Source: an optimization exercise on an open RTL-to-GDS flow (aim: small area). Production flows keep margins and buffers that such runs may drop. The RTL was checked by simulation tests, not by an equivalence proof against the original design. Power is estimated from default activity; no workload was simulated.

==> job 9617: inputs <==
==> flow/design.v <==
`timescale      1ns/1ns
module buf0 #(
	parameter W     = 2,
	parameter DEPTH = 640
) (
	input	[W-1:0]	D,
	input		CLK,
	input		CE,
	output	[W-1:0]	Q
);
reg	[W*DEPTH-1:0]	sr;
always @(posedge CLK) begin
	if (CE)
		sr <= {sr[W*DEPTH-W-1:0], D};
end
assign Q = sr[W*DEPTH-1 -: W];
endmodule
`timescale      1ns/1ns
module line_buffer (
	input	clken,
	input	clock,
	input	shiftin,
	output	vor
);
wire	[1:0]	head;
wire	[1:0]	nxt;
assign nxt[1] = ~shiftin & (head[1] ^ head[0]);
assign nxt[0] =  shiftin | (head[1] & ~head[0]);
buf0 #(.W(2), .DEPTH(640)) ring (
	.D	(nxt	),
	.CLK	(clock	),
	.CE	(clken	),
	.Q	(head	)
);
assign vor = head[1] | head[0];
endmodule
`timescale      1ns/1ns
module RGB2Ycbcr (
	input	[15:0]	pix,
	output		mask
);
wire	[4:0]	R = pix[15:11];
wire	[5:0]	G = pix[10:5];
wire	[4:0]	B = pix[4:0];
wire	signed	[14:0]	r15 = {10'd0, R};
wire	signed	[14:0]	g15 = {9'd0, G};
wire	signed	[14:0]	b15 = {10'd0, B};
wire	signed	[14:0]	cb  = (b15 <<< 8) - r15 * 15'sd86 - g15 * 15'sd85;
wire	signed	[14:0]	cr  = g15 * 15'sd107 + b15 * 15'sd42 - (r15 <<< 8);
assign mask = (cb >= 15'sd3392) && (cr >= 15'sd1) && (cr <= 15'sd3008);
endmodule
`timescale      1ns/1ns
module Cor_alg (
	input		sclk,
	input		s_rst_n,
	input		en0,
	input		en3,
	input		x,
	output	reg	flag
);
wire	v;
reg	v1, v2, v3;
line_buffer cor_buffer_inst (
	.clken		(en0	),
	.clock		(sclk	),
	.shiftin	(x	),
	.vor		(v	)
);
always @(posedge sclk) begin
	v1 <= v;
	v2 <= v1;
	v3 <= v2;
end
always @(posedge sclk or negedge s_rst_n) begin
	if (s_rst_n == 1'b0)
		flag <= 1'b0;
	else
		flag <= en3 & (v1 | v2 | v3);
end
endmodule
`timescale      1ns/1ns
module Exp_alg (
	input		sclk,
	input		s_rst_n,
	input		en0,
	input		en3,
	input		x,
	output	reg	flag
);
wire	z;
reg	z1, z2, z3;
line_buffer exp_buffer_inst (
	.clken		(en0	),
	.clock		(sclk	),
	.shiftin	(~x	),
	.vor		(z	)
);
always @(posedge sclk) begin
	z1 <= z;
	z2 <= z1;
	z3 <= z2;
end
always @(posedge sclk or negedge s_rst_n) begin
	if (s_rst_n == 1'b0)
		flag <= 1'b0;
	else
		flag <= ~(en3 & (z1 | z2 | z3));
end
endmodule
`timescale      1ns/1ns
module Boundary_extraction (
	input			sclk,
	input			s_rst_n,
	input			vsync_i,
	input			vsync_i_r1,
	input			data_en_i,
	input			data_en_i_r1,
	input			bound_data_i,
	output	wire	[15:0]	valid_num,
	output	wire	[31:0]	x_coor,
	output	wire	[31:0]	y_coor,
	output	wire		coor_valid_flag
);
reg			data_en_i_pos;
reg			vsync_i_neg;
reg	[15:0]		valid_num_cnt;
reg			valid_flag;
reg	[26:0]		x_coor_all;
reg	[26:0]		y_coor_all;
reg	[8:0]		row_cnt;
reg	[9:0]		col_cnt;
wire	hit = data_en_i & bound_data_i;
always @(posedge sclk or negedge s_rst_n) begin
	if (s_rst_n == 1'b0) begin
		data_en_i_pos <= 1'b0;
		vsync_i_neg   <= 1'b0;
	end else begin
		data_en_i_pos <= ~data_en_i_r1 & data_en_i;
		vsync_i_neg   <= vsync_i_r1 & ~vsync_i;
	end
end
always @(posedge sclk or negedge s_rst_n) begin
	if (s_rst_n == 1'b0)
		row_cnt <= 9'd0;
	else if (vsync_i_neg)
		row_cnt <= 9'd0;
	else if (data_en_i_pos)
		row_cnt <= row_cnt + 1'b1;
end
always @(posedge sclk or negedge s_rst_n) begin
	if (s_rst_n == 1'b0)
		col_cnt <= 10'd0;
	else if (data_en_i)
		col_cnt <= col_cnt + 1'b1;
	else
		col_cnt <= 10'd0;
end
always @(posedge sclk or negedge s_rst_n) begin
	if (s_rst_n == 1'b0)
		valid_num_cnt <= 16'd0;
	else if (vsync_i_neg)
		valid_num_cnt <= 16'd0;
	else if (hit)
		valid_num_cnt <= valid_num_cnt + 1'b1;
end
always @(posedge sclk or negedge s_rst_n) begin
	if (s_rst_n == 1'b0)
		valid_flag <= 1'b0;
	else if (vsync_i_neg)
		valid_flag <= 1'b0;
	else if (valid_num_cnt >= 16'd1500)
		valid_flag <= 1'b1;
end
always @(posedge sclk or negedge s_rst_n) begin
	if (s_rst_n == 1'b0)
		x_coor_all <= 27'd0;
	else if (hit)
		x_coor_all <= x_coor_all + col_cnt;
	else if (vsync_i_neg)
		x_coor_all <= 27'd0;
end
always @(posedge sclk or negedge s_rst_n) begin
	if (s_rst_n == 1'b0)
		y_coor_all <= 27'd0;
	else if (hit)
		y_coor_all <= y_coor_all + row_cnt;
	else if (vsync_i_neg)
		y_coor_all <= 27'd0;
end
assign x_coor    = vsync_i ? {5'd0, x_coor_all} : 32'd0;
assign y_coor    = vsync_i ? {5'd0, y_coor_all} : 32'd0;
assign valid_num = vsync_i ? valid_num_cnt : 16'd0;
assign coor_valid_flag = vsync_i & valid_flag;
endmodule
`timescale      1ns/1ns
module  algo_top(
        input                   sclk                    ,
        input                   s_rst_n                 ,
        input                   vsync_i                 ,
        input                   hsync_i                 ,
        input   [15 : 0]        data_i                  ,
        input   [1 : 0]         sel                     ,
        input                   data_en                 ,
        output  reg             vsync_o                 ,
        output  reg             hsync_o                 ,
        output  wire [15 : 0]   rgb565                  ,
        output  wire    [15 : 0]   valid_num            ,
        output  wire    [31 : 0]   x_coor               ,
        output  wire    [31 : 0]   y_coor               ,
        output  wire            coor_valid_flag
);
reg     [1:0]   state;
reg     [15:0]  out_r;           
assign  rgb565 = out_r;
reg     [15:0]  pix_r;           
reg             mask_r;          
reg     [10:1]  vd;              
reg     [10:1]  hd;              
reg     [7:1]   ed;              
wire            mask;
wire            cor_flag;
wire            exp_flag;
always @(posedge sclk or negedge s_rst_n) begin
        if (s_rst_n == 1'b0)
                state <= 2'b00;
        else
                state <= sel;
end
always @(posedge sclk) begin
        pix_r  <= data_i;
        mask_r <= mask;
        vd     <= {vd[9:1], vsync_i};
        hd     <= {hd[9:1], hsync_i};
        ed     <= {ed[6:1], data_en};
end
RGB2Ycbcr RGB2Ycbcr_inst (
        .pix    (pix_r  ),
        .mask   (mask   )
);
Cor_alg Cor_alg_inst (
        .sclk   (sclk           ),
        .s_rst_n(s_rst_n        ),
        .en0    (data_en        ),
        .en3    (ed[3]          ),
        .x      (mask_r         ),
        .flag   (cor_flag       )
);
Exp_alg Exp_alg_inst (
        .sclk   (sclk           ),
        .s_rst_n(s_rst_n        ),
        .en0    (ed[4]          ),
        .en3    (ed[7]          ),
        .x      (cor_flag       ),
        .flag   (exp_flag       )
);
Boundary_extraction Boundary_extraction_inst (
        .sclk           (sclk           ),
        .s_rst_n        (s_rst_n        ),
        .vsync_i        (vd[6]          ),
        .vsync_i_r1     (vd[7]          ),
        .data_en_i      (ed[4]          ),
        .data_en_i_r1   (ed[5]          ),
        .bound_data_i   (cor_flag       ),
        .valid_num      (valid_num      ),
        .x_coor         (x_coor         ),
        .y_coor         (y_coor         ),
        .coor_valid_flag(coor_valid_flag)
);
wire    bit_sel = (state == 2'b01) ? mask_r :
                  (state == 2'b10) ? cor_flag : exp_flag;
always @(posedge sclk) begin
        case (state)
        2'b00: begin out_r <= pix_r;         vsync_o <= vsync_i; hsync_o <= hsync_i; end
        2'b01: begin out_r <= {16{bit_sel}}; vsync_o <= vd[2];   hsync_o <= hd[2];   end
        2'b10: begin out_r <= {16{bit_sel}}; vsync_o <= vd[6];   hsync_o <= hd[6];   end
        default: begin out_r <= {16{bit_sel}}; vsync_o <= vd[10]; hsync_o <= hd[10]; end
        endcase
end
endmodule
==> flow/run.sh <==
#!/bin/bash
# synth_recipe.tcl (not shown) runs the flow's synth.tcl, then flattens the netlist and writes it again
# the make line also repeats each setting of config.mk as NAME=value (left out here)
make -C /OpenROAD-flow-scripts/flow DESIGN_CONFIG=/design/flow/config.mk WORK_HOME=/design/flow/orfs CLKGATE_MAP_FILE= SYNTH_SCRIPT=/design/flow/synth_recipe.tcl finish
==> flow/config.mk <==
export PLATFORM = sky130hd
export DESIGN_NAME = algo_top
export DESIGN_NICKNAME = algo_top
export VERILOG_FILES = /design/flow/design.v
export SDC_FILE = /design/flow/constraint.sdc
export NUM_CORES = 4
export LEC_CHECK = 0
export CAP_MARGIN = 20
export CORE_MARGIN = 2
export CORE_UTILIZATION = 40
export CTS_BUF_LIST = sky130_fd_sc_hd__clkbuf_4 sky130_fd_sc_hd__clkbuf_8
export CTS_CLUSTER_SIZE = 20
export SLEW_MARGIN = 20
==> flow/constraint.sdc <==
create_clock -name core_clock -period 10.0 [get_ports {sclk}]
set_input_delay 2.0000 -clock core_clock [delete_from_list [all_inputs] [get_ports {sclk}]]
set_output_delay 2.0000 -clock core_clock [all_outputs]
set_load 0.01 [all_outputs]
==> job 5169: changes against job 9617 <==
--- a/flow/config.mk
+++ b/flow/config.mk
@@ -8,6 +8,6 @@
 export CAP_MARGIN = 20
 export CORE_MARGIN = 2
-export CORE_UTILIZATION = 40
-export CTS_BUF_LIST = sky130_fd_sc_hd__clkbuf_4 sky130_fd_sc_hd__clkbuf_8
-export CTS_CLUSTER_SIZE = 20
+export CORE_UTILIZATION = 60
+export CTS_BUF_LIST = sky130_fd_sc_hd__clkbuf_8
+export CTS_CLUSTER_SIZE = 30
 export SLEW_MARGIN = 20
==> job 6643: changes against job 9617 <==
==> flow/design.v, changed modules only <==
module buf0 #(
	parameter W     = 2,
	parameter DEPTH = 640
) (
	input		CLK,
	input		en,
	input		en_n,
	input	[W-1:0]	D,
	output	[W-1:0]	Q0,
	output	[W-1:0]	Q1
);
reg	[W*DEPTH-1:0]	sr;
wire	[W*DEPTH-1:0]	prev = {sr[W*DEPTH-W-1:0], D};
always @(posedge CLK) begin
	sr <= ~((prev | {W*DEPTH{en_n}}) & (sr | {W*DEPTH{en}}));
end
assign Q0 = sr[W*DEPTH-1 -: W];
assign Q1 = sr[W*DEPTH-W-1 -: W];
endmodule
module line_buffer (
	input	clock,
	input	clken,
	input	clken_n,
	input	p,
	input	shiftin,
	output	vor,
	output	vor_next
);
wire	[1:0]	q0, q1;
wire	[1:0]	head = q0 ^ {p, p};
reg	[1:0]	aged;
wire	[1:0]	nxt = shiftin ? 2'b01 : aged;
always @(*) begin
	case (head)
	2'b01:   aged = 2'b10;
	2'b10:   aged = 2'b11;
	default: aged = 2'b00;
	endcase
end
buf0 #(.W(2), .DEPTH(640)) ring (
	.CLK	(clock		),
	.en	(clken		),
	.en_n	(clken_n	),
	.D	(nxt ^ {p, p}	),
	.Q0	(q0		),
	.Q1	(q1		)
);
assign vor      = |(q0 ^ {p, p});
assign vor_next = |(q1 ^ {p, p});
endmodule
module RGB2Ycbcr (
	input	[15:0]	pix,
	output		mask
);
wire	[4:0]	R = pix[15:11];
wire	[5:0]	G = pix[10:5];
wire	[4:0]	B = pix[4:0];
wire	[8:0]	a = {3'b0, B, 1'b0} + {4'b0, B} - {4'b0, R} - {3'b0, G} - 9'd40;
wire	[8:0]	t = {1'b0, G, 2'b0} + {3'b0, G} + {3'b0, B, 1'b0} - {1'b0, R, 3'b0} - {2'b0, R, 2'b0} - 9'd1;
assign mask = ~a[8] && (t <= 9'd140);
endmodule
module Cor_alg (
	input		sclk,
	input		p,
	input		en1,
	input		en1_n,
	input		en3,
	input		x1,
	output	reg	flag
);
wire	vh, vn;
wire	v = en1 ? vn : vh;
reg	v1, v2, v3;
line_buffer cor_buffer_inst (
	.clock		(sclk	),
	.clken		(en1	),
	.clken_n	(en1_n	),
	.p		(p	),
	.shiftin	(x1	),
	.vor		(vh	),
	.vor_next	(vn	)
);
always @(posedge sclk) begin
	v1 <= v;
	v2 <= v1;
	v3 <= v2;
end
always @(posedge sclk) begin
	flag <= en3 & (v1 | v2 | v3);
end
endmodule
module Exp_alg (
	input		sclk,
	input		p,
	input		en0,
	input		en0_n,
	input		en3,
	input		x,
	output	reg	flag
);
wire	z;
reg	z1, z2, z3;
line_buffer exp_buffer_inst (
	.clock		(sclk	),
	.clken		(en0	),
	.clken_n	(en0_n	),
	.p		(p	),
	.shiftin	(~x	),
	.vor		(z	),
	.vor_next	(	)
);
always @(posedge sclk) begin
	z1 <= z;
	z2 <= z1;
	z3 <= z2;
end
always @(posedge sclk) begin
	flag <= ~(en3 & (z1 | z2 | z3));
end
endmodule
module Boundary_extraction (
	input			sclk,
	input			vsync_i,
	input			vsync_i_nx,
	input			data_en_i,
	input			data_en_i_r1,
	input			bound_data_i,
	output	wire	[15:0]	valid_num,
	output	wire	[31:0]	x_coor,
	output	wire	[31:0]	y_coor,
	output	wire		coor_valid_flag
);
reg			data_en_i_pos;
reg	[15:0]		valid_num_cnt;
reg			valid_flag;
reg	[26:0]		x_coor_all;
reg	[26:0]		y_coor_all;
reg	[8:0]		row_cnt;
reg	[9:0]		col_cnt;
wire	hit = data_en_i & bound_data_i;
wire	clr = vsync_i & ~vsync_i_nx;
always @(posedge sclk) begin
	data_en_i_pos <= ~data_en_i_r1 & data_en_i;
end
always @(posedge sclk) begin
	row_cnt       <= (row_cnt + data_en_i_pos) & {9{~clr}};
	col_cnt       <= (col_cnt + 1'b1) & {10{data_en_i}};
	valid_num_cnt <= (valid_num_cnt + hit) & {16{~clr}};
	valid_flag    <= (valid_flag | (valid_num_cnt >= 16'd1500)) & ~clr;
	x_coor_all    <= (x_coor_all + (col_cnt & {10{hit}})) & {27{~clr}};
	y_coor_all    <= (y_coor_all + (row_cnt & {9{hit}})) & {27{~clr}};
end
assign x_coor    = {5'd0, x_coor_all};
assign y_coor    = {5'd0, y_coor_all};
assign valid_num = valid_num_cnt;
assign coor_valid_flag = valid_flag;
endmodule
module  algo_top(
        input                   sclk                    ,
        input                   s_rst_n                 ,
        input                   vsync_i                 ,
        input                   hsync_i                 ,
        input   [15 : 0]        data_i                  ,
        input   [1 : 0]         sel                     ,
        input                   data_en                 ,
        output  reg             vsync_o                 ,
        output  reg             hsync_o                 ,
        output  wire [15 : 0]   rgb565                  ,
        output  wire    [15 : 0]   valid_num            ,
        output  wire    [31 : 0]   x_coor               ,
        output  wire    [31 : 0]   y_coor               ,
        output  wire            coor_valid_flag
);
reg     [1:0]   state;
reg     [15:0]  out_r;           
assign  rgb565 = out_r;
reg     [15:0]  pix_r;           
reg             mask_r;          
reg             mask_r2;         
reg             ed1_n;           
reg             ed4_n;           
reg             pol;             
reg     [10:1]  vd;              
reg     [10:1]  hd;              
reg     [7:1]   ed;              
wire            mask;
wire            cor_flag;
wire            exp_flag;
always @(posedge sclk) begin
        state <= sel;
end
always @(posedge sclk) begin
        pix_r  <= data_i;
        mask_r <= mask;
        mask_r2 <= mask_r;
        ed1_n  <= ~data_en;
        ed4_n  <= ~ed[3];
        vd     <= {vd[9:1], vsync_i};
        hd     <= {hd[9:1], hsync_i};
        ed     <= {ed[6:1], data_en};
end
always @(posedge sclk or negedge s_rst_n) begin
        if (s_rst_n == 1'b0)
                pol <= 1'b0;
        else
                pol <= ~pol;
end
RGB2Ycbcr RGB2Ycbcr_inst (
        .pix    (pix_r  ),
        .mask   (mask   )
);
Cor_alg Cor_alg_inst (
        .sclk   (sclk           ),
        .p      (pol            ),
        .en1    (ed[1]          ),
        .en1_n  (ed1_n          ),
        .en3    (ed[3]          ),
        .x1     (mask_r2        ),
        .flag   (cor_flag       )
);
Exp_alg Exp_alg_inst (
        .sclk   (sclk           ),
        .p      (pol            ),
        .en0    (ed[4]          ),
        .en0_n  (ed4_n          ),
        .en3    (ed[7]          ),
        .x      (cor_flag       ),
        .flag   (exp_flag       )
);
Boundary_extraction Boundary_extraction_inst (
        .sclk           (sclk           ),
        .vsync_i        (vd[6]          ),
        .vsync_i_nx     (vd[5]          ),
        .data_en_i      (ed[4]          ),
        .data_en_i_r1   (ed[5]          ),
        .bound_data_i   (cor_flag       ),
        .valid_num      (valid_num      ),
        .x_coor         (x_coor         ),
        .y_coor         (y_coor         ),
        .coor_valid_flag(coor_valid_flag)
);
wire    bit_sel = (state == 2'b01) ? mask_r :
                  (state == 2'b10) ? cor_flag : exp_flag;
always @(posedge sclk) begin
        case (state)
        2'b00: begin out_r <= pix_r;         vsync_o <= vsync_i; hsync_o <= hsync_i; end
        2'b01: begin out_r <= {16{bit_sel}}; vsync_o <= vd[2];   hsync_o <= hd[2];   end
        2'b10: begin out_r <= {16{bit_sel}}; vsync_o <= vd[6];   hsync_o <= hd[6];   end
        default: begin out_r <= {16{bit_sel}}; vsync_o <= vd[10]; hsync_o <= hd[10]; end
        endcase
end
endmodule
==> flow/flow/run.sh (new file) <==
#!/bin/bash
# Own flow: the standard layout (standard.sh, unchanged synthesis,
# floorplan, power grid, placement and routing) with two settings passed
# to ORFS through its own variables:
#  - port buffers made of the smallest buffer cell (every input and
#    output port still gets its own buffer).
# Each tool's full output is in the ORFS logs under orfs/logs/; make's own
# output goes to standard.log in this folder.
set -euo pipefail
export CTS_ARGS="-sink_clustering_enable -repair_clock_nets -dont_use_dummy_load -sink_clustering_size 18 -sink_clustering_max_diameter 60 -buf_list sky130_fd_sc_hd__clkbuf_8"
export BUFFER_PORTS_ARGS="-buffer_cell sky130_fd_sc_hd__buf_1"
bash standard.sh > standard.log 2>&1
==> flow/standard.sh (new file) <==
#!/bin/bash
# synth_recipe.tcl (not shown) runs the flow's synth.tcl, then flattens the netlist and writes it again
# the make line also repeats each setting of config.mk as NAME=value (left out here)
make -C /OpenROAD-flow-scripts/flow DESIGN_CONFIG=/design/flow/config.mk WORK_HOME=/design/flow/orfs CLKGATE_MAP_FILE= SYNTH_SCRIPT=/design/flow/synth_recipe.tcl "${@:-finish}"
--- a/flow/config.mk
+++ b/flow/config.mk
@@ -8,6 +8,7 @@
 export CAP_MARGIN = 20
 export CORE_MARGIN = 2
-export CORE_UTILIZATION = 40
-export CTS_BUF_LIST = sky130_fd_sc_hd__clkbuf_4 sky130_fd_sc_hd__clkbuf_8
+export CORE_UTILIZATION = 70
+export CTS_BUF_LIST = sky130_fd_sc_hd__clkbuf_8
+export CTS_CLUSTER_DIAMETER = 60
 export CTS_CLUSTER_SIZE = 20
 export SLEW_MARGIN = 20
removed: flow/run.sh
==> run notes <==
| item | job 9617 | job 5169 | job 6643 |
|---|---|---|---|
| Run status | complete, no violations | complete, no violations | complete, no violations |
| Power density of the placed cells | 236 nW/um^2 | 233 nW/um^2 | 243 nW/um^2 |
| Fill cell total of the finished layout | 17745 | 9014 | 7682 |
| Topmost layer with routed signal wires | met4 | met5 | met4 |
| Proportion of power drawn by combinational gates | 0.059 | 0.062 | 0.080 |
| Area added between synthesis and finish | 14.9% | 12.9% | 3.55% |
| Post-route worst setup slack | 4.58 ns | 4.52 ns | 6.07 ns |
| Mean number of vias per cell | 4.49 | 5.16 | 6.06 |
| Slack of the worst reg-to-reg path | 4.58 ns | 4.52 ns | 6.07 ns |
| Power in the clock group | 8.96 mW | 8.27 mW | 4.48 mW |
| Switching power | 5.16 mW | 5.09 mW | 4.53 mW |
| WP buf/inv | 2 | 2 | 3 |
| Met1 usage in global routing | 0.163 | 0.264 | 0.269 |
| Y dimension of the die | 472 um | 386 um | 336 um |
| Hold Worst Slack | 0.324 ns | 0.324 ns | 0.334 ns |
| Detailed-routing iteration count for the pre-antenna-repair pass | 6 | 5 | 6 |
| Synth cell types | 61 | 61 | 56 |
| Seq cells post-synth | 2724 | 2724 | 2727 |

separate check: timing with driven ports:
The flow's constraints put no driver on any port. The routed layouts listed below were extracted and timed again, unchanged, in two steps.
Step 1: set_driving_cell puts a clkbuf_16 on sclk and a buf_2 on each other input, an assumption about the parent block.
Step 2 times the ports against the registers' clock, not the clock port: input delays grow and output delays shrink by t, the midpoint of the rising clock arrivals with the driver on.
Slacks: ideal ports / drivers / drivers and shift; pairs: ideal ports / drivers.
run | t (ns) | setup WS [ns] | slew at the worst register clock pin (ns) | pins driven straight from the clock port
job 9617 | 1.081 | 4.584 / 4.584 / 4.584 | 0.07 / 0.07 | 1
job 5169 | 1.044 | 4.517 / 4.517 / 4.517 | 0.07 / 0.07 | 1
job 6643 | 0.892 | 6.068 / 6.068 / 6.068 | 0.11 / 0.11 | 1
After both steps setup and hold are still met in every run listed.
